This is an optimization exercise on Yosys and OpenROAD, whose aim is a short achievable clock period and few clock cycles, not a production implementation. RTL that was checked went through simulation tests only; none was proved equivalent to the original. Power and IR drop assume default switching activity.

## zinc
## core_top
module core_top (
	input clk,
	input clr,
	output rom_req,
	output [17:0] rom_addr,
	input [7:0] rom_data,
	output sram_req,
	output sram_we,
	output [18:0] sram_addr,
	output [7:0] sram_wdata,
	input [7:0] sram_rdata,
	input sram_done
	);
	wire [15:1] rf_we, rf_rsel1, rf_rsel2;
	wire [18:0] rf_wdata, rf_rdata1, rf_rdata2;
	wire rf_rsmall2, rf_small16, rf_small19;
	Core _Core(.clk(clk), .clr(clr),
		.rom_req(rom_req), .rom_addr(rom_addr), .rom_data(rom_data),
		.sram_req(sram_req), .sram_we(sram_we), .sram_addr(sram_addr),
		.sram_wdata(sram_wdata), .sram_rdata(sram_rdata), .sram_done(sram_done),
		.rf_we(rf_we), .rf_wdata(rf_wdata), .rf_rsel1(rf_rsel1), .rf_rsel2(rf_rsel2),
		.rf_rdata1(rf_rdata1), .rf_rdata2(rf_rdata2), .rf_rsmall2(rf_rsmall2),
		.rf_small16(rf_small16), .rf_small19(rf_small19));
	Register_File _RegisterFile(.clk(clk), .we(rf_we), .write_data(rf_wdata),
		.rsel_1(rf_rsel1), .rsel_2(rf_rsel2),
		.read_data_1(rf_rdata1), .read_data_2(rf_rdata2), .read_small_2(rf_rsmall2),
		.small16(rf_small16), .small19(rf_small19));
endmodule
clock: 9.0 ns
lec_check: 0
abc_clock_period_in_ps: 2500
cap_margin: 20
core_margin: 2
core_utilization: 55
place_density: 0.7
slew_margin: 20
standard.sh (not shown) runs the stock make flow with config.mk's settings and CLKGATE_MAP_FILE= SYNTH_SCRIPT=/design/flow/synth_recipe.tcl, a recipe that flattens the netlist after the stock synthesis.
==> flow/flow/run.sh <==
#!/bin/bash
# The standard layout (bash standard.sh), with timing repair aiming for a
# setup slack of MARGIN ns at the design's clock period (and sizing cells
# freely, not only within a footprint), so that the
# layout is pushed below the period. Each tool's output goes to its own
# log under orfs/logs; make's own output goes to make.log here.
set -euo pipefail
MARGIN=6.5
bash standard.sh SETUP_SLACK_MARGIN=$MARGIN MATCH_CELL_FOOTPRINT=0 finish > make.log 2>&1
Testbench counts of zinc, summed over its fixed seeds: cycles 143,602.
[inputs] onyx vs zinc
# zinc
export LEC_CHECK = 0
export ABC_CLOCK_PERIOD_IN_PS = 2500
export CAP_MARGIN = 20
export CORE_MARGIN = 2
export CORE_UTILIZATION = 55
export PLACE_DENSITY = 0.7
export SLEW_MARGIN = 20
create_clock -name core_clock -period 9.0 [get_ports {clk}]
# onyx
export LEC_CHECK = 0
export ABC_CLOCK_PERIOD_IN_PS = 2500
export CAP_MARGIN = 20
export CORE_MARGIN = 2
export CORE_UTILIZATION = 40
export PLACE_DENSITY = 0.6
export SLEW_MARGIN = 20
create_clock -name core_clock -period 9.0 [get_ports {clk}]
==> flow/flow/run.sh <==
#!/bin/bash
# The standard layout (bash standard.sh), with timing repair aiming for a
# setup slack of MARGIN ns at the design's clock period, so that the
# layout is pushed below the period. Each tool's output goes to its own
# log under orfs/logs; make's own output goes to make.log here.
set -euo pipefail
MARGIN=6.5
bash standard.sh SETUP_SLACK_MARGIN=$MARGIN finish > make.log 2>&1
[summary]
Relative to zinc, onyx degrades global-route wire length before repair. Lower final critical path time including I/O delays and setup was reported by onyx, not zinc. The final layout from onyx, which completed every stage, passed the timing, DRC and antenna checks at the end of the flow. Higher number of well-tap cells placed goes to onyx over zinc. Looking at minimum setup slack in the final design, onyx sits 0.024 ns higher than zinc does.
diff inputs: onyx => pepper
-- flow/flow/run.sh --
<<< onyx, line 3
# setup slack of MARGIN ns at the design's clock period, so that the
>>> pepper, line 3
# setup slack of MARGIN ns at the design's clock period (and sizing cells
# freely, not only within a footprint), so that the
<<< onyx, line 8
bash standard.sh SETUP_SLACK_MARGIN=$MARGIN finish > make.log 2>&1
>>> pepper, line 9
bash standard.sh SETUP_SLACK_MARGIN=$MARGIN MATCH_CELL_FOOTPRINT=0 finish > make.log 2>&1
Notes after the runs:
pepper was carried through to the last stage, and its layout satisfied the timing, DRC and antenna checks.
Diff onyx..pepper | total wirelength of the detailed-routed design | negligible
On layout overhead on the synthesized area, the higher figure sits with onyx, not pepper.
pepper vs. onyx: max-cap check violation count comparable, fraction of area in registers increased by 0.32 points relative to the old numbers, worst hold slack increased by 0.0098 ns relative to the old numbers, power shows a reduction of 0.10 mW.
Reported for onyx and pepper, area of the core turned out identical to the last digit.

Setup of rev 12:
Another version of the RTL of core_top (not shown whole).
Size in the first run: roughly 2,300 cells after synthesis, roughly 550 flip-flops, about 67 I/O pins, roughly 27,000 sq um of cells after synthesis.
Settings: LEC_CHECK=0, ABC_CLOCK_PERIOD_IN_PS=3000, CAP_MARGIN=20, CORE_MARGIN=2, CORE_UTILIZATION=40, PLACE_DENSITY=0.6, SETUP_SLACK_MARGIN=5, SLEW_MARGIN=20; clock period 9.0 ns.
run.sh (not shown) runs the stock make flow with config.mk's settings and CLKGATE_MAP_FILE= SYNTH_SCRIPT=/design/flow/synth_recipe.tcl, a recipe that flattens the netlist after the stock synthesis.
Stock flow here: none of the scripts above is used.
Here is what was changed in the inputs of rev 13 compared with rev 12.
- clearing SETUP_SLACK_MARGIN, which used to be 5
- swapping 3000 for 2500 in ABC_CLOCK_PERIOD_IN_PS
==> flow/flow/run.sh (new file) <==
#!/bin/bash
# The standard layout (bash standard.sh), with timing repair aiming for a
# setup slack of MARGIN ns at the design's clock period, so that the
# layout is pushed below the period. Each tool's output goes to its own
# log under orfs/logs; make's own output goes to make.log here.
set -euo pipefail
MARGIN=6.0
bash standard.sh SETUP_SLACK_MARGIN=$MARGIN finish > make.log 2>&1
==> flow/standard.sh (new file) <==
#!/bin/bash
# synth_recipe.tcl (not shown) runs the flow's synth.tcl, then flattens the netlist and writes it again
# the make line also repeats each setting of config.mk as NAME=value (left out here)
make -C /OpenROAD-flow-scripts/flow DESIGN_CONFIG=/design/flow/config.mk WORK_HOME=/design/flow/orfs CLKGATE_MAP_FILE= SYNTH_SCRIPT=/design/flow/synth_recipe.tcl "${@:-finish}"
removed: flow/run.sh
--- outcome ---
- Going from rev 12 to rev 13, final hold violation count flat, fmax up about 23%, clock network area share down 0.63 points, post-layout minimum cycle time down 760 ps.
- Any difference in met3 track utilization from global routing between rev 12 and rev 13 is small enough to ignore.
- Going from rev 12 to rev 13, pin count of the biggest net entering global routing went down 78; cell count went up 2.9%; area of all sequential standard cells held; routed length on met1 went up about 1.4%.
- Per the comparison of rev 13 with rev 12, delay of the slowest cell on the worst path dropped 250 ps, maximum ir drop on the vdd rail moved down.
Function was not checked in any run of this note: the RTL went through the layout flow alone.

## port drivers added, routing unchanged
Ports are ideal in the flow. The routed layouts listed here were re-timed in OpenROAD. Step 1: set_driving_cell puts a clkbuf_16 on clk and a buf_2 on each other input, an assumption about the parent block. Step 2 moves the port delays by t, midway between the first and last clock arrival at a register: inputs arrive t later, outputs are due t later. That takes back most of the time a late clock gives input paths. Three values: ideal, step 1, step 2; two values: the first two.
| run | t, ns | setup WS [ns] | hold WS [ns] | latest minus earliest clock arrival (ns) | cell pins on the clock port's net |
|---|---|---|---|---|---|
| zinc | 0.698 | 6.007 / 5.947 / 5.806 | 0.336 / 0.336 / 0.336 | 0.017 / 0.017 | 1 |
| onyx | 0.699 | 6.031 / 5.973 / 5.752 | 0.357 / 0.357 / 0.357 | 0.035 / 0.035 | 1 |
| pepper | 0.714 | 6.048 / 5.985 / 5.715 | 0.367 / 0.367 / 0.367 | 0.048 / 0.047 | 1 |
| rev 12 | 0.696 | 5.000 / 5.035 / 4.339 | 0.447 / 0.447 / 0.447 | 0.078 / 0.077 | 1 |
| rev 13 | 0.682 | 5.761 / 5.761 / 5.266 | 0.447 / 0.447 / 0.447 | 0.077 / 0.076 | 1 |
After both steps every run listed still meets setup and hold. For rev 12, which loses most, drivers alone change the setup slack by +0.035 ns; drivers and shift together by -0.661 ns.
